What follows belongs to an exercise in optimizing a design on an open flow for small area and a short achievable clock period; a production flow would make more cautious choices. RTL that was checked went through simulation tests only; none was proved equivalent to the original. Function not checked in run 5: the RTL went through the layout flow alone. Power and IR drop assume default switching activity.

[design/flow/flow/run.sh]
#!/bin/bash
# The standard layout (standard.sh), with two changes:
#  - synthesis maps with an area-oriented ABC script (flow/abc_area.script)
#    and skips the early "abc -fast" of Yosys's synth (-noabc), so the full
#    and half adders are extracted from the design as written;
#  - every port is buffered with the smallest buffer, buf_1.
# The rest of ORFS's scripts is used unchanged, from a copy in this folder.
set -euo pipefail
rm -rf scripts_local
cp -r "$FLOW_HOME/scripts" scripts_local
cp flow/abc_area.script scripts_local/abc_speed.script
export SCRIPTS_DIR="$PWD/scripts_local"
export SYNTH_ARGS="-noabc"
export BUFFER_PORTS_ARGS="-buffer_cell sky130_fd_sc_hd__buf_1"
bash standard.sh > standard.log 2>&1
[design/flow/flow/abc_area.script]
&get -n
&st
&dch
&nf -R 1000
&put
topo
stime -c
[design/flow/standard.sh]
#!/bin/bash
# synth_recipe.tcl (not shown) runs the flow's synth.tcl, then flattens the netlist and writes it again
# the make line also repeats each setting of config.mk as NAME=value (left out here)
make -C /OpenROAD-flow-scripts/flow DESIGN_CONFIG=/design/flow/config.mk WORK_HOME=/design/flow/orfs CLKGATE_MAP_FILE= SYNTH_SCRIPT=/design/flow/synth_recipe.tcl "${@:-finish}"
[design/flow/config.mk]
export PLATFORM = sky130hd
export DESIGN_NAME = bcd_adder100
export DESIGN_NICKNAME = bcd_adder100
export VERILOG_FILES = /design/flow/design.v
export SDC_FILE = /design/flow/constraint.sdc
export NUM_CORES = 4
export LEC_CHECK = 0
export CAP_MARGIN = 20
export CORE_AREA = 4 4 616 156
export CTS_BUF_LIST = sky130_fd_sc_hd__clkbuf_16
export CTS_CLUSTER_DIAMETER = 80
export CTS_CLUSTER_SIZE = 28
export DIE_AREA = 0 0 620 160
export SLEW_MARGIN = 20
[design/flow/constraint.sdc]
create_clock -name core_clock -period 180.0 [get_ports {clk}]
set_input_delay 36.0000 -clock core_clock [delete_from_list [all_inputs] [get_ports {clk}]]
set_output_delay 36.0000 -clock core_clock [all_outputs]
set_load 0.01 [all_outputs]
[design/flow/design.v]
module bcd_fadd(
    input  [3:0] a,
    input  [3:0] b,
    output       g,
    output [3:0] l );
    wire k = a[0] & b[0];
    wire c1, c2;
    assign l[0] = a[0] ^ b[0];
    assign l[1] = a[1] ^ b[1] ^ k;
    assign c1   = (a[1] & b[1]) | (a[1] & k) | (b[1] & k);
    assign l[2] = a[2] ^ b[2] ^ c1;
    assign c2   = (a[2] & b[2]) | (a[2] & c1) | (b[2] & c1);
    assign l[3] = a[3] ^ b[3] ^ c2;
    assign g    = (a[3] & b[3]) | (a[3] & c2) | (b[3] & c2);
endmodule
module bcd_finc(
    input  [3:0] l,
    input        g,
    input        c,
    output       cout,
    output [3:0] sum );
    wire [3:0] h = {g, l[3:1]};
    wire gen  = h[3] | (h[2] & (h[1] | h[0]));       
    wire prop = (h[2] & ~h[1] & ~h[0]) & l[0];        
    assign cout = gen | (c & prop);
    wire w = l[0] & c;
    assign sum[0] = l[0] ^ c;
    wire is4 = h[2] & ~h[1] & ~h[0];
    wire is9 = h[3] & h[0];
    wire [2:0] m;    
    assign m[0] = h[0] ^ gen;
    assign m[1] = h[1] ^ (~h[0] & (h[3] | (h[2] & h[1])));
    assign m[2] = is4 | is9;
    assign sum[1] = m[0] ^ (w & ~m[2]);
    assign sum[2] = m[1] ^ (w & m[0]);
    assign sum[3] = w ? (m[0] & m[1]) : m[2];
endmodule
module bcd_adder100_core(
    input  [399:0] l,
    input  [99:0]  g,
    input          cin,
    output         cout,
    output [399:0] sum );
    wire [100:0] c;
    assign c[0] = cin;
    genvar i;
    generate
        for (i = 0; i < 100; i = i + 1) begin : digit
            bcd_finc u_inc(
                .l(l[4*i+3 : 4*i]),
                .g(g[i]),
                .c(c[i]),
                .cout(c[i+1]),
                .sum(sum[4*i+3 : 4*i]));
        end
    endgenerate
    assign cout = c[100];
endmodule
module bcd_adder100(
    input              clk,
    input      [399:0] a,
    input      [399:0] b,
    input              cin,
    output reg         cout,
    output reg [399:0] sum );
    wire [399:0] l_w;
    wire [99:0]  g_w;
    reg  [399:0] l_r;
    reg  [99:0]  g_r;
    reg          cin_r;
    wire         cout_w;
    wire [399:0] sum_w;
    genvar i;
    generate
        for (i = 0; i < 100; i = i + 1) begin : pre
            bcd_fadd u_pre(
                .a(a[4*i+3 : 4*i]),
                .b(b[4*i+3 : 4*i]),
                .g(g_w[i]),
                .l(l_w[4*i+3 : 4*i]));
        end
    endgenerate
    bcd_adder100_core u_core(
        .l(l_r), .g(g_r), .cin(cin_r), .cout(cout_w), .sum(sum_w));
    always @(posedge clk) begin
        l_r   <= l_w;
        g_r   <= g_w;
        cin_r <= cin;
        cout  <= cout_w;
        sum   <= sum_w;
    end
endmodule
==> qor.csv, run 1 <==
metric;value;unit
hpwl;103000;um
r2r_cells;202;
multi_input_area;16400;um2
cts_hold_buf;0;
synth.distinct_cells;12;
path_cells;buf_1;
critPathLaunchType;register;
seqCellArea;18100;um2
nets;5346;
syn-num-nets;4104;
critPathKind;register to output pin;
grt-ovfl-total;0;
clockRootBuffer;clkbuf_16;
status;no timing/DRC/antenna violations;
holdPathStages;1;
h-tree-depth;2;
drv_slew;0;
hold_end;sum[184];
cts_resized;0;
regToRegSetupSlack;155750;ps
fmax;26.6;MHz
cp_data_arrival_time;1520;ps
die_h;160;um
grt_max_degree;29;
cts_num_sinks;902;
hold_class;register to register;
setup_viol;0;
post-route-min-period;37520;ps
cp_num_buf_inv;1;
clk_latency;620;ps
tns;0;ps
ir_worst_vdd;0.00000603;V
hold_viol;0;
finClkSkew;51.5;ps
ant_nets;0;
relSlewSlack;35.2;%
post-route-util;45.9;%
core_area;91500;um2
power.leakage;15.9;nW
synth_top_area_share;51.9;%
ys_warn_count;1;
synth_edf_count;0;
clkSlewWorstSetupHoldPaths;100;ps
tightest_slew;965;ps
r2r_end;sum[398];
rsz0062_at_grt;false;
post_cts_buffers;0;
grt_pass1_vias;24300;
post_drt_wl_per_cell;22.0;um
finalCritPeriodShare;20.8;%
p_per_area;13.6;nW/um2
path_max_fanout;1;
drcViolationCount;0;
critPathCaptureType;output pin;
drv_cap;0;
drt_iter0_markers;1513;
ys_async_sr_fraction;0;%
antenna_found_initial;20;
grt_pass1_wl;164000;um
cp_slowest_stage_delay;590;ps
netlist_top_cells_count;902 x dfxtp_1, 300 x fa_1, 300 x nand2_1, 300 x xnor2_1;
dr.pass1.iters;5;
cts_tree;built;
critPathRequiredTime;144000;ps
yosys.area.top_type;dfxtp_1;
die_w;620;um
portBuffers;1202;
ys_ff_latch;902;
gp_congestion;1.02;
syn_inst;2802;
io_pins;1203;
cpMaxStageDelayCell;buf_1;
synth_ff_type;dfxtp_1;
hold_start;l_r[184];
cts_buffers;38;
syn_to_final_growth;20.6;%
syn_area;34800;um2
grt_usage;22.9;%
yosysMostFrequentCell;dfxtp_1;
dieArea;99200;um2
rr_startpoint;l_r[1];
finalWirelength;117000;um
vias_per_cell;4.61;
critPathTopFamily;buffers and inverters;
initial_core_util;38.0;%
placementRows;55;
drive_gt1_share;1.04;%
yosysSeqAreaShare;51.9;%
fillers;8710;
vias;24500;
cts_buffer_depth;3;
syn_avg_cell_area;12.4;um2
synthTopCellsByArea;dfxtp_1 52%, fa_1 17%, xnor2_1 7.5%, ha_1 7.2%, nand2_1 3.2%;
[power breakdown]
group | switching (W) | internal (W) | total, W
sequential | 0.0000286 | 0.000255 | 0.000283
combinational | 0.000117 | 0.0000646 | 0.000181
clock | 0.0000635 | 0.0000414 | 0.000105
[through the flow]
stage / hold WS [ps] / power, W / instances / area, um2 / setup slack (ps)
global route: 521 / 0.000601 / 5306 / 42000 / 142370
floorplan: 443 / 0.000375 / 2802 / 34800 / 142520
finish: 489 / 0.000569 / 5310 / 42000 / 142480
detailed placement: 469 / 0.000470 / 5258 / 40900 / 142260
global placement: 470 / 0.000469 / 5258 / 40900 / 142290
CTS: 495 / 0.000576 / 5300 / 42000 / 142450
[kinds of logic (layout without fill, tap and decap cells)]
family / Yosys count / after routing / share of synthesized area, %
fa+ha+maj: 500 / 500 / 24.4
xor+xnor: 400 / 400 / 10.1
flops: 902 / 902 / 51.9
buf+inv: 100 / 1344 / 1.08
simple gates: 600 / 600 / 7.19
compound gates: 300 / 300 / 5.39
other cells: 0 / 10 / 0
[cell usage in the layout, fill, tap and decap left out]
cell type	netlist	layout
a21oi_1	100	100
a22oi_1	100	100
buf_1	0	1202
clkbuf_16	0	41
clkinv_1	100	100
clkinv_16	0	1
dfxtp_1	902	902
diode_2	0	10
fa_1	300	300
ha_1	200	200
nand2_1	300	300
nand4_1	100	100
nor2_1	200	200
o22ai_1	100	100
xnor2_1	300	300
xor2_1	100	100
[per-layer routing]
layer  up-vias  routed length [um]  track usage, %
met5         -                  13               0
met1     12100               50000            29.8
met4         2                2410            4.69
li1      11800                   -               -
met3       122                4610            3.64
met2       458               59800            40.5
[worst max-delay path by stage]
stage	startpoint	endpoint	slack, ps	cells past startpoint
after detailed placement	a[192]	l_r[195]	142260	5
after global placement	a[192]	l_r[195]	142290	5
after floorplan	a[100]	l_r[103]	142520	4
after global routing	sum[265]	sum[265]	142370	1
final	sum[265]	sum[265]	142480	1
after CTS	sum[267]	sum[267]	142450	1
[final cells by class]
class,instances,area share [%]
tap,1254,3.74
clock inverter,1,0.0715
antenna,10,0.0596
multi-input combinational,1800,39.0
clock buffer,41,2.44
sequential,902,43.0
inverter,100,0.894
timing repair buffer,1202,10.7
[sequential cells by signal, indices dropped and copies added (netlist names)]
signal / flops
g_r: 100
cin_r: 1
sum: 400
cout: 1
l_r: 400
==> run 2, diff against run 1 <==
==> design/flow/flow/run.sh (replaced) <==
#!/bin/bash
# The standard layout (standard.sh), with two changes:
#  - synthesis maps with an area-oriented ABC script (flow/abc_area.script)
#    and skips the early "abc -fast" of Yosys's synth (-noabc), so the full
#    and half adders are extracted from the design as written;
#  - every port is buffered with the smallest buffer, buf_1;
#  - the ports are placed digit by digit along the die (flow/io.tcl).
# The rest of ORFS's scripts is used unchanged, from a copy in this folder.
set -euo pipefail
rm -rf scripts_local
cp -r "$FLOW_HOME/scripts" scripts_local
cp flow/abc_area.script scripts_local/abc_speed.script
export SCRIPTS_DIR="$PWD/scripts_local"
export SYNTH_ARGS="-noabc"
export BUFFER_PORTS_ARGS="-buffer_cell sky130_fd_sc_hd__buf_1"
export IO_CONSTRAINTS="$PWD/flow/io.tcl"
bash standard.sh > standard.log 2>&1
==> design/flow/flow/io.tcl (new file) <==
# Pin placement: digit i of a, b and sum gets the edge slice of the die
# above and below x = [M + i*DW, M + (i+1)*DW): a and two sum bits on the
# top edge, b and the other two sum bits on the bottom edge, so each
# digit's logic sits in one column and its port wires stay short.
set M 10.0
set W [expr {[lindex [ord::get_die_area] 2] - [lindex [ord::get_die_area] 0]}]
set DW [expr {($W - 2 * $M) / 100.0}]
for {set i 0} {$i < 100} {incr i} {
  set x0 [expr {$M + $i * $DW}]
  set x1 [expr {$x0 + $DW}]
  set top {}
  set bot {}
  for {set j 0} {$j < 4} {incr j} {
    set k [expr {4 * $i + $j}]
    lappend top "a\[$k\]"
    lappend bot "b\[$k\]"
  }
  lappend top "sum\[[expr {4 * $i}]\]" "sum\[[expr {4 * $i + 1}]\]"
  lappend bot "sum\[[expr {4 * $i + 2}]\]" "sum\[[expr {4 * $i + 3}]\]"
  set_io_pin_constraint -pin_names $top -region top:[format %.2f $x0]-[format %.2f $x1]
  set_io_pin_constraint -pin_names $bot -region bottom:[format %.2f $x0]-[format %.2f $x1]
}
set_io_pin_constraint -pin_names {cin} -region left:*
set_io_pin_constraint -pin_names {cout} -region right:*
set xm [expr {$W / 2.0}]
set_io_pin_constraint -pin_names {clk} -region left:*
--- a/design/flow/config.mk
+++ b/design/flow/config.mk
@@ -6,9 +6,9 @@
 export NUM_CORES = 4
 export LEC_CHECK = 0
 export CAP_MARGIN = 20
-export CORE_AREA = 4 4 616 156
+export CORE_AREA = 4 4 756 126
 export CTS_BUF_LIST = sky130_fd_sc_hd__clkbuf_16
 export CTS_CLUSTER_DIAMETER = 80
 export CTS_CLUSTER_SIZE = 28
-export DIE_AREA = 0 0 620 160
+export DIE_AREA = 0 0 760 130
 export SLEW_MARGIN = 20
==> run 2 against run 1 <==
Core utilization increased by 0.71 points. Sequential power about the same. Final area decreased by 0.19%. Sequential share of layout area increased by 0.084 points. Synthesized area unchanged. Global-route usage increased by 0.77 points. Register-to-register slack improved by 1900 ps. Die area decreased by 0.40%. Via count decreased by 1.5%. Final cell count decreased by 0.43%.
==> qor.csv, run 2 <==
metric;value;unit
status;no timing/DRC/antenna violations;
regToRegSetupSlack;157610;ps
antenna_found_initial;0;
holdPathStages;1;
grt_pass1_vias;24600;
vias_per_cell;4.56;
cts_hold_buf;0;
largestRegisters;l_r x400, sum x400, g_r x100;
fillers;8473;
yosys.area.top_type;dfxtp_1;
placementRows;44;
yosysMostFrequentCell;dfxtp_1;
cts_resized;0;
cts_tree;built;
critPathTopFamily;flip-flops;
cpMaxStageDelayCell;dfxtp_1;
gp_congestion;0.883;
diodes;0;
grt_max_degree;29;
place_ws;142240;ps
portBuffers;1202;
synthTopCellsByArea;dfxtp_1 52%, fa_1 17%, xnor2_1 7.5%, ha_1 7.2%, nand2_1 3.2%;
syn_inst;2802;
cts_buffer_depth;3;
drv_slew;0;
ys_warn_count;1;
cp_data_arrival_time;1210;ps
hold_class;register to register;
post_drt_wl_per_cell;23.0;um
post_cts_buffers;0;
ir_worst_vdd;0.00000663;V
core_area;90000;um2
path_cells;buf_1;
drt_iter0_markers;1063;
die_h;130;um
syn_area;34800;um2
cts_num_sinks;902;
critPathKind;register to output pin;
tightest_slew;446;ps
io_pins;1203;
synth_top_area_share;51.9;%
r2r_cells;202;
finalWirelength;122000;um
cp_slowest_stage_delay;400;ps
critPathRequiredTime;144000;ps
hpwl;106000;um
rsz0062_at_grt;false;
ys_async_sr_fraction;0;%
final_cell_mix;1202 x buf_1, 902 x dfxtp_1, 300 x nand2_1, 300 x xnor2_1, 300 x fa_1;
hold_viol;0;
tns;0;ps
post-route-min-period;37210;ps
p_per_area;13.3;nW/um2
clkSlewWorstSetupHoldPaths;120;ps
ant_nets;0;
drive_gt1_share;1.01;%
drcViolationCount;0;
grt_pass1_wl;161000;um
finalCritPeriodShare;20.7;%
clk_latency;650;ps
nets;5346;
post-route-util;46.6;%
cp_num_buf_inv;1;
path_max_fanout;1;
die_w;760;um
finClkSkew;34.3;ps
yosysSeqAreaShare;51.9;%
hold_end;sum[348];
dieArea;98800;um2
cts_buffers;38;
fmax;26.9;MHz
syn_to_final_growth;20.3;%
power.leakage;15.9;nW
r2r_end;sum[399];
relSlewSlack;70.2;%
ys_ff_latch;902;
synth.distinct_cells;12;
drv_cap;0;
critPathCaptureType;output pin;
grt_usage;23.7;%
setup_slack;142790;ps
multi_input_area;16400;um2
hold_start;l_r[348];
synth_edf_count;0;
vias;24100;
initial_core_util;38.7;%
setup_viol;0;
seqCellArea;18100;um2
netlist_top_cells_count;902 x dfxtp_1, 300 x fa_1, 300 x nand2_1, 300 x xnor2_1;
syn-num-nets;4104;
clockRootBuffer;clkbuf_16;
grt-ovfl-total;0;
final_common_cell;buf_1;
critPathLaunchType;register;
h-tree-depth;2;
syn_avg_cell_area;12.4;um2
dr.pass1.iters;5;
rr_startpoint;l_r[1];
synth_ff_type;dfxtp_1;
-- run 2: cell count changes in the layout (fill, tap and decap cells not counted), sizes merged --
cell / change
inv: +1
diode: -10
clkbuf: -2
-- run 2: routing by layer --
layer | up-vias | routed length (um) | track usage, %
li1 | 11800 | - | -
met1 | 11900 | 27800 | 14.7
met2 | 260 | 86700 | 62.4
met3 | 164 | 2230 | 3.18
met4 | 0 | 4910 | 9.10
met5 | - | 0 | 0
-- run 2: cells by family after synthesis --
logic type      after synthesis  share of synthesized area [%]
flops                       902                           51.9
simple gates                600                           7.19
fa+ha+maj                   500                           24.4
xor+xnor                    400                           10.1
compound gates              300                           5.39
buf+inv                     100                           1.08
-- run 2: cell type report --
| type | instances | share of cell area, % |
|---|---|---|
| flip-flops and latches | 902 | 43.1 |
| multi-input cells | 1800 | 39.1 |
| repair buffers | 1202 | 10.8 |
| well taps | 1242 | 3.71 |
| clock buffers | 39 | 2.33 |
| inverters | 100 | 0.896 |
| clock inverters | 2 | 0.0926 |
-- run 2: worst max-delay path by stage --
| stage | from | endpoint | slack, ps | depth (start not counted) |
|---|---|---|---|---|
| after global placement | b[356] | l_r[359] | 142320 | 5 |
| after floorplan | a[100] | l_r[103] | 142520 | 4 |
| after CTS | sum[321] | sum[321] | 142700 | 1 |
| final | sum[17] | sum[17] | 142790 | 1 |
| after detailed placement | b[240] | l_r[243] | 142240 | 5 |
| after global routing | sum[321] | sum[321] | 142690 | 1 |
-- run 2: power by group --
group / leakage (nW) / total [W] / switching (W) / internal, W
Sequential: 7.60 / 0.000281 / 0.0000262 / 0.000255
Clock: 0.497 / 0.000105 / 0.0000656 / 0.0000398
Combinational: 7.82 / 0.000172 / 0.000109 / 0.0000631
Total: 15.9 / 0.000558 / 0.000201 / 0.000358
-- run 2: through the flow --
| step | total power, W | hold WS, ps | area (um2) | std cells |
|---|---|---|---|---|
| after floorplan | 0.000375 | 443 | 34800 | 2802 |
| after global placement | 0.000461 | 471 | 40900 | 5246 |
| after detailed placement | 0.000461 | 464 | 40900 | 5246 |
| after CTS | 0.000568 | 479 | 41900 | 5287 |
| after global routing | 0.000592 | 504 | 41900 | 5287 |
| final | 0.000558 | 480 | 41900 | 5287 |
-- run 2: worst register-to-register path: cells and delay by family, from the launching register on --
family | cells | cell delay [ps]
adder cells (fa/ha/maj) | 1 | 190
AO/OA/AOI/OAI | 1 | 310
flip-flops | 1 | 360
AND/OR/NAND/NOR | 200 | 21370
==> run 3, diff against run 2 <==
--- a/design/flow/flow/run.sh
+++ b/design/flow/flow/run.sh
@@ -1,5 +1,5 @@
 #!/bin/bash
-# The standard layout (standard.sh), with two changes:
+# The standard layout (standard.sh), with these changes:
 #  - synthesis maps with an area-oriented ABC script (flow/abc_area.script)
 #    and skips the early "abc -fast" of Yosys's synth (-noabc), so the full
 #    and half adders are extracted from the design as written;
--- a/design/flow/flow/io.tcl
+++ b/design/flow/flow/io.tcl
@@ -22,5 +22,4 @@
 }
 set_io_pin_constraint -pin_names {cin} -region left:*
 set_io_pin_constraint -pin_names {cout} -region right:*
-set xm [expr {$W / 2.0}]
 set_io_pin_constraint -pin_names {clk} -region left:*
==> run 3 against run 2 <==
Via count unchanged. Core utilization unchanged. Worst hold slack unchanged. Sequential power about the same. Still clean on timing, DRC and antenna. Largest power group unchanged.
==> qor.csv, run 3 <==
metric;value;unit
status;no timing/DRC/antenna violations;
grt_usage;23.7;%
fmax;26.9;MHz
placementRows;44;
ys_async_sr_fraction;0;%
netlist_top_cells_count;902 x dfxtp_1, 300 x fa_1, 300 x nand2_1, 300 x xnor2_1;
critPathCaptureType;output pin;
h-tree-depth;2;
diodes;0;
tns;0;ps
post_drt_wl_per_cell;23.0;um
io_pins;1203;
yosys.area.top_type;dfxtp_1;
path_cells;buf_1;
r2r_end;sum[399];
drv_cap;0;
path_max_fanout;1;
crit_start;sum[17];
grt_pass1_vias;24600;
initial_core_util;38.7;%
syn_to_final_growth;20.3;%
final_common_cell;buf_1;
vias;24100;
finalWirelength;122000;um
hold_class;register to register;
drcViolationCount;0;
cts_resized;0;
ys_warn_count;1;
cts_buffer_depth;3;
clk_latency;650;ps
p_per_area;13.3;nW/um2
dr.pass1.iters;5;
critPathLaunchType;register;
hold_viol;0;
grt-ovfl-total;0;
dieArea;98800;um2
rr_startpoint;l_r[1];
p_clk_share;18.9;%
relSlewSlack;70.2;%
power.leakage;15.9;nW
r2r_cells;202;
grt_pass1_wl;161000;um
yosysMostFrequentCell;dfxtp_1;
drv_slew;0;
p_sw_share;35.9;%
cts_hold_buf;0;
ys_ff_latch;902;
drt_iter0_markers;1063;
synthTopCellsByArea;dfxtp_1 52%, fa_1 17%, xnor2_1 7.5%, ha_1 7.2%, nand2_1 3.2%;
cts_num_sinks;902;
rsz0062_at_grt;false;
largestRegisters;l_r x400, sum x400, g_r x100;
syn_inst;2802;
clockRootBuffer;clkbuf_16;
power.switching;0.000201;W
critPathRequiredTime;144000;ps
seqPwrFrac;50.3;%
nets;5346;
core_area;90000;um2
portBuffers;1202;
synth_top_area_share;51.9;%
cpMaxStageDelayCell;dfxtp_1;
syn-num-nets;4104;
clkSlewWorstSetupHoldPaths;120;ps
synth_edf_count;0;
finalCritPeriodShare;20.7;%
regToRegSetupSlack;157610;ps
post_cts_buffers;0;
cp_data_arrival_time;1210;ps
intPower;0.000358;W
die_w;760;um
synth_ff_type;dfxtp_1;
critPathKind;register to output pin;
hpwl;106000;um
critPathTopFamily;flip-flops;
cp_slowest_stage_delay;400;ps
die_h;130;um
antenna_found_initial;0;
vias_per_cell;4.56;
yosysSeqAreaShare;51.9;%
cp_num_buf_inv;1;
tightest_slew;446;ps
fin_hold_ws;480;ps
setup_viol;0;
finClkSkew;34.3;ps
fillers;8473;
drive_gt1_share;1.01;%
gp_congestion;0.883;
post-route-min-period;37210;ps
synth.distinct_cells;12;
cts_tree;built;
cp.depth;1;
syn_avg_cell_area;12.4;um2
ir_worst_vdd;0.00000663;V
hold_start;l_r[348];
syn_area;34800;um2
final_cell_mix;1202 x buf_1, 902 x dfxtp_1, 300 x nand2_1, 300 x xnor2_1, 300 x fa_1;
ant_nets;0;
grt_max_degree;29;
power_frac_comb;30.8;%
endpoint;sum[17];
cts_buffers;38;
[run 3: cell families (layout without fill, tap and decap cells)]
kind of cell / count (synthesis) / count (layout) / share of synthesized area, %
AOI/OAI and AO/OA: 300 / 300 / 5.39
xor gates and xnor gates: 400 / 400 / 10.1
adders and majority gates: 500 / 500 / 24.4
buffers and inverters: 100 / 1343 / 1.08
DFF: 902 / 902 / 51.9
and+or+nand+nor: 600 / 600 / 7.19
[run 3: layout make-up]
type	count	area, um2	share of cell area [%]
inverter	100	375	0.896
clock buffer	39	976	2.33
multi-input combinational	1800	16400	39.1
sequential	902	18100	43.1
clock inverter	2	38.8	0.0926
timing repair buffer	1202	4510	10.8
tap	1242	1550	3.71
[run 3: stage by stage]
stage | setup WS, ps | total power [W] | cells | util, % | instance area [um2]
after floorplan | 142520 | 0.000375 | 2802 | - | 34800
after global placement | 142320 | 0.000461 | 5246 | 45.5 | 40900
after detailed placement | 142240 | 0.000461 | 5246 | 45.5 | 40900
after CTS | 142700 | 0.000568 | 5287 | 46.6 | 41900
after global routing | 142690 | 0.000592 | 5287 | 46.6 | 41900
final | 142790 | 0.000558 | 5287 | 46.6 | 41900
[run 3: power groups by stage]
stage / Clock (W) / Sequential (W) / Combinational (W)
floorplan: 0 / 0.000299 / 0.0000765
global placement: 0 / 0.000286 / 0.000174
detailed placement: 0 / 0.000286 / 0.000175
CTS: 0.000110 / 0.000282 / 0.000176
global route: 0.000117 / 0.000286 / 0.000188
finish: 0.000105 / 0.000281 / 0.000172
[run 3: worst min-delay path by stage]
| stage | endpoint | cells past startpoint |
|---|---|---|
| floorplan | sum[0] | 1 |
| global placement | sum[196] | 1 |
| detailed placement | sum[312] | 1 |
| CTS | sum[288] | 1 |
| global route | sum[236] | 1 |
| finish | sum[348] | 1 |
[run 3: routing by layer]
metal | track usage [%] | routed length (um)
met2 | 62.4 | 86700
met1 | 14.7 | 27800
met3 | 3.18 | 2230
met4 | 9.10 | 4910
met5 | 0 | 0
==> run 4, diff against run 3 <==
--- a/design/flow/flow/io.tcl
+++ b/design/flow/flow/io.tcl
@@ -22,4 +22,4 @@
 }
 set_io_pin_constraint -pin_names {cin} -region left:*
 set_io_pin_constraint -pin_names {cout} -region right:*
-set_io_pin_constraint -pin_names {clk} -region left:*
+set_io_pin_constraint -pin_names {clk} -region bottom:[format %.2f [expr {$W / 2.0 - 3.0}]]-[format %.2f [expr {$W / 2.0 + 3.0}]]
==> run 4 against run 3 <==
Sequential share of layout area unchanged. Sequential power hardly changed. Global-route usage fell by 0.13 points. Highest routed layer unchanged. Still clean. Total power grew 0.14%. Final area unchanged. Worst hold slack better by 16 ps. Clock-buffer cell count unchanged. Setup slack worse by 8.0 ps. Routed wire length is 0.14% lower. Clock power about the same.
==> qor.csv, run 4 <==
metric;value;unit
status;no timing/DRC/antenna violations;
regToRegSetupSlack;157600;ps
p_per_area;13.3;nW/um2
power.leakage;15.9;nW
post-route-min-period;37220;ps
final_cell_mix;1202 x buf_1, 902 x dfxtp_1, 300 x nand2_1, 300 x xnor2_1, 300 x fa_1;
h-tree-depth;2;
fillers;8446;
grt-ovfl-total;0;
cts_buffers;38;
fin_cells;5287;
final_common_cell;buf_1;
synthTopCellsByArea;dfxtp_1 52%, fa_1 17%, xnor2_1 7.5%, ha_1 7.2%, nand2_1 3.2%;
totalPowerFinal;0.000559;W
vias_per_cell;4.56;
ys_warn_count;1;
netlist_top_cells_count;902 x dfxtp_1, 300 x fa_1, 300 x nand2_1, 300 x xnor2_1;
hold_start;l_r[276];
cp_slowest_stage_delay;410;ps
grt_max_degree;29;
grt_usage;23.6;%
yosysSeqAreaShare;51.9;%
post_drt_wl_per_cell;23.0;um
cpMaxStageDelayCell;dfxtp_1;
cp_data_arrival_time;1220;ps
ys_ff_latch;902;
tightest_slew;475;ps
synth.distinct_cells;12;
synth_ff_type;dfxtp_1;
holdPathStages;1;
ant_nets;0;
cts_resized;0;
synth_top_area_share;51.9;%
grt_pass1_wl;161000;um
tns;0;ps
r2r_end;sum[399];
critPathTopFamily;flip-flops;
nets;5346;
syn_area;34800;um2
antenna_found_initial;0;
cts_hold_buf;0;
die_w;760;um
syn_avg_cell_area;12.4;um2
vias;24100;
critPathKind;register to output pin;
clkSlewWorstSetupHoldPaths;120;ps
hpwl;106000;um
die_h;130;um
relSlewSlack;68.4;%
drv_cap;0;
dieArea;98800;um2
grt_pass1_vias;24500;
diodes;0;
drv_slew;0;
syn_inst;2802;
fmax;26.9;MHz
rr_startpoint;l_r[1];
cts_num_sinks;902;
yosys.area.top_type;dfxtp_1;
yosysMostFrequentCell;dfxtp_1;
cp_num_buf_inv;1;
setup_viol;0;
path_max_fanout;1;
clockRootBuffer;clkbuf_16;
ir_worst_vdd;0.00000603;V
io_pins;1203;
path_cells;buf_1;
syn-num-nets;4104;
ys_async_sr_fraction;0;%
post_cts_buffers;0;
initial_core_util;38.7;%
r2r_cells;203;
cts_buffer_depth;3;
drcViolationCount;0;
largestRegisters;l_r x400, sum x400, g_r x100;
hold_end;sum[276];
clk_latency;640;ps
core_area;90000;um2
hold_class;register to register;
finClkSkew;31.9;ps
dr.pass1.iters;5;
portBuffers;1202;
critPathRequiredTime;144000;ps
rsz0062_at_grt;false;
critPathLaunchType;register;
syn_to_final_growth;20.3;%
finalWirelength;121000;um
place_inst;5246;
finalCritPeriodShare;20.7;%
gp_congestion;0.889;
cts_tree;built;
hold_viol;0;
critPathCaptureType;output pin;
drive_gt1_share;1.01;%
placementRows;44;
synth_edf_count;0;
drt_iter0_markers;1290;
[run 4: area by class of cell]
type / instances / area, um2 / area share [%]
Multi-Input combinational cell: 1800 / 16400 / 39.1
Sequential cell: 902 / 18100 / 43.1
Inverter: 100 / 375 / 0.896
Timing Repair Buffer: 1202 / 4510 / 10.8
Tap cell: 1242 / 1550 / 3.71
Clock buffer: 39 / 976 / 2.33
Clock inverter: 2 / 38.8 / 0.0926
[run 4: worst max path at each step]
stage / depth (start not counted) / slack (ps) / start / to
final: 1 / 142780 / sum[321] / sum[321]
after global routing: 1 / 142710 / sum[321] / sum[321]
after CTS: 1 / 142710 / sum[321] / sum[321]
after detailed placement: 5 / 142250 / b[228] / l_r[231]
after global placement: 5 / 142320 / b[252] / l_r[255]
after floorplan: 4 / 142520 / a[100] / l_r[103]
[run 4: metal layers]
metal / global-route usage, % / up-vias / wire length [um]
met2: 62.1 / 311 / 86200
li1: - / 11800 / -
met3: 2.11 / 162 / 1920
met5: 0 / - / 0
met4: 9.64 / 0 / 5210
met1: 14.9 / 11900 / 28100
[run 4: worst register-to-register path, delay by kind of cell (launching register included)]
kind / cells / cell delay (ps)
adders and majority gates: 1 / 190
DFF: 1 / 420
AOI/OAI and AO/OA: 2 / 390
and+or+nand+nor: 199 / 21240
buffers and inverters: 1 / 50
[run 4: logic make-up (layout without fill, tap and decap cells)]
family          count (synthesis)  after routing  share of synthesized area [%]
compound gates                300            300                           5.39
xor+xnor                      400            400                           10.1
fa+ha+maj                     500            500                           24.4
buf+inv                       100           1343                           1.08
flops                         902            902                           51.9
simple gates                  600            600                           7.19
[run 4: per-stage QoR]
stage / hold WS [ps] / area [um2] / setup WS, ps / utilization, %
after floorplan: 443 / 34800 / 142520 / -
after global placement: 470 / 40900 / 142320 / 45.5
after detailed placement: 469 / 40900 / 142250 / 45.5
after CTS: 494 / 41900 / 142710 / 46.6
after global routing: 514 / 41900 / 142710 / 46.6
final: 495 / 41900 / 142780 / 46.6
[run 4: report_power, final]
group | switching (W) | internal [W]
registers | 0.0000261 | 0.000255
clock network | 0.0000664 | 0.0000398
logic | 0.000109 | 0.0000630
total | 0.000202 | 0.000358
==> run 5, diff against run 4 <==
--- a/design/flow/design.v
+++ b/design/flow/design.v
@@ -10,8 +10,8 @@
     assign c1   = (a[1] & b[1]) | (a[1] & k) | (b[1] & k);
     assign l[2] = a[2] ^ b[2] ^ c1;
     assign c2   = (a[2] & b[2]) | (a[2] & c1) | (b[2] & c1);
-    assign l[3] = a[3] ^ b[3] ^ c2;
-    assign g    = (a[3] & b[3]) | (a[3] & c2) | (b[3] & c2);
+    assign l[3] = a[3] | b[3] | c2;                        
+    assign g    = (a[3] & b[3]) | (a[3] & c2) | (b[3] & c2);  
 endmodule
 module bcd_finc(
     input  [3:0] l,
@@ -19,7 +19,7 @@
     input        c,
     output       cout,
     output [3:0] sum );
-    wire [3:0] h = {g, l[3:1]};
+    wire [3:0] h = {g, l[3] & ~g, l[2:1]};
     wire gen  = h[3] | (h[2] & (h[1] | h[0]));       
     wire prop = (h[2] & ~h[1] & ~h[0]) & l[0];        
     assign cout = gen | (c & prop);
--- a/design/flow/flow/io.tcl
+++ b/design/flow/flow/io.tcl
@@ -22,4 +22,4 @@
 }
 set_io_pin_constraint -pin_names {cin} -region left:*
 set_io_pin_constraint -pin_names {cout} -region right:*
-set_io_pin_constraint -pin_names {clk} -region bottom:[format %.2f [expr {$W / 2.0 - 3.0}]]-[format %.2f [expr {$W / 2.0 + 3.0}]]
+set_io_pin_constraint -pin_names {clk} -region left:*
==> run 5 against run 4 <==
First-iteration DRC count shrank 3.0%. Via count increased by 4.2%. Global-route usage is 0.34 points higher. Critical endpoint is now sum[137]. Largest power group unchanged.
==> qor.csv, run 5 <==
metric;value;unit
critPathRequiredTime;144000;ps
path_max_fanout;1;
syn_avg_cell_area;11.9;um2
cp_data_arrival_time;1250;ps
finClkSkew;34.8;ps
portBuffers;1202;
cts_num_sinks;902;
path_cells;buf_1;
clockRootBuffer;clkbuf_16;
critPathCaptureType;output pin;
ys_warn_count;1;
cp_num_buf_inv;1;
fmax;26.8;MHz
cpMaxStageDelayCell;dfxtp_1;
drive_gt1_share;0.989;%
final_cell_area;41500;um2
critPathLaunchType;register;
cts_buffers;38;
syn_area;34400;um2
ant_nets;0;
nets;5346;
largestRegisters;l_r x400, sum x400, g_r x100;
clk_latency;660;ps
hold_class;register to register;
h-tree-depth;2;
synth_top_area_share;52.4;%
vias;25100;
post_cts_buffers;0;
cts_resized;0;
antenna_found_initial;3;
synthTopCellsByArea;dfxtp_1 52%, fa_1 12%, ha_1 7.3%, a21oi_1 5.8%, xnor2_1 5.1%;
cp_slowest_stage_delay;420;ps
post-route-min-period;37250;ps
synth_edf_count;0;
die_h;130;um
ys_ff_latch;902;
syn_to_final_growth;20.6;%
initial_core_util;38.3;%
finalWirelength;123000;um
placementRows;44;
grt-ovfl-total;0;
final_common_cell;buf_1;
finalCritPeriodShare;20.7;%
final_cell_mix;1202 x buf_1, 902 x dfxtp_1, 400 x a21oi_1;
synth_ff_type;dfxtp_1;
dpl_cell_area;40500;um2
dieArea;98800;um2
dr.pass1.iters;5;
power.leakage;15.2;nW
io_pins;1203;
status;no timing/DRC/antenna violations;
grt_usage;23.9;%
tns;0;ps
tightest_slew;458;ps
yosys.area.top_type;dfxtp_1;
grt_pass1_vias;25200;
vias_per_cell;4.66;
drv_cap;0;
clkSlewWorstSetupHoldPaths;110;ps
drcViolationCount;0;
netlist_top_cells_count;902 x dfxtp_1, 400 x a21oi_1;
hold_viol;0;
relSlewSlack;69.5;%
critPathTopFamily;flip-flops;
cts_buffer_depth;3;
yosysMostFrequentCell;dfxtp_1;
yosysSeqAreaShare;52.4;%
ys_async_sr_fraction;0;%
cts_hold_buf;0;
syn_inst;2902;
synth.distinct_cells;14;
rsz0062_at_grt;false;
core_area;90000;um2
p_per_area;12.7;nW/um2
grt_pass1_wl;163000;um
cts_tree;built;
syn-num-nets;4104;
critPathKind;register to output pin;
ir_worst_vdd;0.00000661;V
grt_max_degree;29;
gp_congestion;0.894;
fillers;8623;
hpwl;106000;um
die_w;760;um
post_drt_wl_per_cell;22.9;um
setup_viol;0;
drv_slew;0;
drt_iter0_markers;1251;
[run 5: changes by cell type in the layout (fill, tap and decap cells not counted), moves of 100 or more]
cell and delta:
a21oi_1 +300, a22oi_1 -100, clkinv_1 -100, fa_1 -100
maj3_1 +100, nand2_1 -100, nand3_1 +100, nand4_1 -100
nor2_1 -100, nor3b_1 +100, or2_0 +100, or3_1 +100
xnor2_1 -100
[run 5: area by class of cell]
cell class                 instances  area [um2]  share of cell area (%)
tap                             1242        1550                    3.74
sequential                       902       18100                    43.5
clock buffer                      39         976                    2.35
antenna                            3        7.51                  0.0181
timing repair buffer            1202        4510                    10.9
multi-input combinational       2000       16400                    39.5
clock inverter                     2        38.8                  0.0934
[run 5: report_power, final]
group          total (W)  switching (W)  leakage, nW  internal, W
sequential      0.000267      0.0000213         7.59     0.000246
clock           0.000107      0.0000675        0.497    0.0000398
combinational   0.000152      0.0000963         7.08    0.0000554
[run 5: routing by layer]
| metal | vias to the layer above | track usage (%) | share of wire (%) |
|---|---|---|---|
| li1 | 12500 | - | - |
| met1 | 12100 | 15.5 | 24 |
| met2 | 347 | 62.3 | 70 |
| met3 | 180 | 3.31 | 2.2 |
| met4 | 0 | 8.41 | 3.7 |
| met5 | - | 0 | 0 |
[run 5: logic make-up (layout without fill, tap and decap cells)]
group / Yosys count / after routing / share of synthesized area (%)
compound gates: 500 / 500 / 7.63
xor+xnor: 300 / 300 / 7.63
fa+ha+maj: 500 / 500 / 21.8
buf+inv: 0 / 1243 / 0
flops: 902 / 902 / 52.4
other cells: 0 / 3 / 0
simple gates: 700 / 700 / 10.5
[run 5: worst paths after layout]
check	startpoint	endpoint	slack, ps	cells after the start
worst min-delay path	l_r[396]	cout	480	2
worst min register to register	l_r[396]	cout	480	2
worst max-delay path	sum[137]	sum[137]	142750	1
worst max register to register	l_r[1]	sum[399]	159210	203
[run 5: per-stage QoR]
step	power, W	instances	setup slack, ps	utilization [%]	hold WS (ps)
after detailed placement	0.000426	5346	142350	45.0	464
after CTS	0.000534	5387	142700	46.2	482
after global placement	0.000426	5346	142380	45.0	468
final	0.000526	5390	142750	46.2	480
after floorplan	0.000351	2902	142590	-	438
after global routing	0.000557	5389	142690	46.2	504
==> run 6, diff against run 5 <==
--- a/design/flow/design.v
+++ b/design/flow/design.v
@@ -19,7 +19,7 @@
     input        c,
     output       cout,
     output [3:0] sum );
-    wire [3:0] h = {g, l[3] & ~g, l[2:1]};
+    wire [3:0] h = {g, l[3] & ~g, l[2:1]};            
     wire gen  = h[3] | (h[2] & (h[1] | h[0]));       
     wire prop = (h[2] & ~h[1] & ~h[0]) & l[0];        
     assign cout = gen | (c & prop);
==> run 6 against run 5 <==
Non-clock buffer count unchanged. Sequential share of layout area is the same. Clock skew unchanged. Via count stayed put. Final cell count is the same. Synthesized area stayed put. Largest cell class unchanged. Still clean on timing, DRC and antenna.
==> qor.csv, run 6 <==
metric;value;unit
status;no timing/DRC/antenna violations;
syn-num-nets;4104;
placementRows;44;
clk_latency;660;ps
cpMaxStageDelayCell;dfxtp_1;
power.leakage;15.2;nW
clkSlewWorstSetupHoldPaths;110;ps
synth_ff_type;dfxtp_1;
drcViolationCount;0;
ant_nets;0;
die_h;130;um
ys_warn_count;1;
drv_slew;0;
netlist_top_cells_count;902 x dfxtp_1, 400 x a21oi_1;
syn_area;34400;um2
grt-ovfl-total;0;
antenna_found_initial;3;
hold_class;register to register;
tns;0;ps
gp_congestion;0.894;
largestRegisters;l_r x400, sum x400, g_r x100;
cts_num_sinks;902;
critPathTopFamily;flip-flops;
relSlewSlack;69.5;%
yosys.area.top_type;dfxtp_1;
path_cells;buf_1;
path_max_fanout;1;
clockRootBuffer;clkbuf_16;
post_drt_wl_per_cell;22.9;um
setup_viol;0;
cts_resized;0;
fin_cells;5390;
grt_max_degree;29;
h-tree-depth;2;
tightest_slew;458;ps
cts_buffers;38;
post_cts_buffers;0;
yosysSeqAreaShare;52.4;%
post-route-min-period;37250;ps
rsz0062_at_grt;false;
cp_slowest_stage_delay;420;ps
ir_worst_vdd;0.00000661;V
finalWirelength;123000;um
grt_pass1_vias;25200;
cts_buffer_depth;3;
io_pins;1203;
drv_cap;0;
critPathCaptureType;output pin;
place_inst;5346;
nets;5346;
dieArea;98800;um2
cp_num_buf_inv;1;
syn_to_final_growth;20.6;%
initial_core_util;38.3;%
hold_viol;0;
hpwl;106000;um
yosysMostFrequentCell;dfxtp_1;
drt_iter0_markers;1251;
vias_per_cell;4.66;
critPathLaunchType;register;
vias;25100;
dr.pass1.iters;5;
synth.distinct_cells;14;
p_per_area;12.7;nW/um2
finClkSkew;34.8;ps
syn_avg_cell_area;11.9;um2
cp_data_arrival_time;1250;ps
cts_hold_buf;0;
finalCritPeriodShare;20.7;%
synthTopCellsByArea;dfxtp_1 52%, fa_1 12%, ha_1 7.3%, a21oi_1 5.8%, xnor2_1 5.1%;
ys_async_sr_fraction;0;%
final_cell_mix;1202 x buf_1, 902 x dfxtp_1, 400 x a21oi_1;
fillers;8623;
synth_top_area_share;52.4;%
cts_tree;built;
grt_pass1_wl;163000;um
portBuffers;1202;
die_w;760;um
regToRegSetupSlack;159210;ps
critPathRequiredTime;144000;ps
syn_inst;2902;
core_area;90000;um2
fmax;26.8;MHz
critPathKind;register to output pin;
ys_ff_latch;902;
final_common_cell;buf_1;
synth_edf_count;0;
grt_usage;23.9;%
drive_gt1_share;0.989;%
[run 6: cell counts after synthesis]
Identical to the previous run, type by type.
[run 6: path summary, 6_finish.rpt]
kind,start,endpoint,cells past startpoint
max,sum[137],sum[137],1
max reg2reg,l_r[1],sum[399],203
min,l_r[396],cout,2
min reg2reg,l_r[396],cout,2
[run 6: cells by family (layout without fill, tap and decap cells)]
logic type,Yosys count,in the layout,share of synthesized area (%)
DFF,902,902,52.4
and+or+nand+nor,700,700,10.5
other,0,3,0
buffers and inverters,0,1243,0
adders and majority gates,500,500,21.8
AOI/OAI and AO/OA,500,500,7.63
xor gates and xnor gates,300,300,7.63
[run 6: where the power goes]
| part | internal, W | switching (W) |
|---|---|---|
| registers | 0.000246 | 0.0000213 |
| logic | 0.0000554 | 0.0000963 |
| clock network | 0.0000398 | 0.0000675 |
[run 6: through the flow]
| stage | total power (W) | hold slack, ps | setup WS [ps] | util (%) | instance area, um2 |
|---|---|---|---|---|---|
| floorplan | 0.000351 | 438 | 142590 | - | 34400 |
| global placement | 0.000426 | 468 | 142380 | 45.0 | 40500 |
| detailed placement | 0.000426 | 464 | 142350 | 45.0 | 40500 |
| CTS | 0.000534 | 482 | 142700 | 46.2 | 41500 |
| global route | 0.000557 | 504 | 142690 | 46.2 | 41500 |
| finish | 0.000526 | 480 | 142750 | 46.2 | 41500 |
[run 6: area by class of cell]
class / instances / area [um2] / area share, %
Timing Repair Buffer: 1202 / 4510 / 10.9
Clock inverter: 2 / 38.8 / 0.0934
Multi-Input combinational cell: 2000 / 16400 / 39.5
Clock buffer: 39 / 976 / 2.35
Antenna cell: 3 / 7.51 / 0.0181
Tap cell: 1242 / 1550 / 3.74
Sequential cell: 902 / 18100 / 43.5
[run 6: routing by layer]
layer | up-vias | global-route usage, % | share of wire, %
met5 | - | 0 | 0
met4 | 0 | 8.41 | 3.7
met3 | 180 | 3.31 | 2.2
met2 | 347 | 62.3 | 70
met1 | 12100 | 15.5 | 24
li1 | 12500 | - | -

static timing again, ports no longer ideal:
The results above use ideal ports. As a check the final layouts listed here were re-extracted and re-timed, cells and wires unchanged. Step 1 (the two cells are an assumption about what drives the block):
set clk [get_ports {clk}]
set_driving_cell -lib_cell sky130_fd_sc_hd__clkbuf_16 $clk
set_driving_cell -lib_cell sky130_fd_sc_hd__buf_2 [delete_from_list [all_inputs] $clk]
Step 2 adds t to the input delays and takes it off the output delays; t is the mean of the earliest and latest rising clock arrival at the registers after step 1. Input paths then give back, and output paths get back, about the clock's delay inside the block. a / b / c = no drivers / after step 1 / after step 2; a / b = the first two.
run | shift t [ns] | setup WS [ns] | hold slack, ns | worst register clock-pin slew, ns | cell pins on the clock port's net
run 1 | 0.665 | 142.476 / 142.407 / 142.225 | 0.489 / 0.489 / 0.489 | 0.12 / 0.12 | 1
run 2 | 0.722 | 142.788 / 142.697 / 142.249 | 0.480 / 0.480 / 0.480 | 0.12 / 0.12 | 1
run 3 | 0.722 | 142.788 / 142.697 / 142.249 | 0.480 / 0.480 / 0.480 | 0.12 / 0.12 | 1
run 4 | 0.655 | 142.780 / 142.746 / 142.282 | 0.495 / 0.495 / 0.495 | 0.12 / 0.12 | 1
run 5 | 0.734 | 142.750 / 142.656 / 142.365 | 0.480 / 0.480 / 0.480 | 0.12 / 0.12 | 1
run 6 | 0.734 | 142.750 / 142.656 / 142.365 | 0.480 / 0.480 / 0.480 | 0.12 / 0.12 | 1
After both steps setup and hold are still met in every run listed.
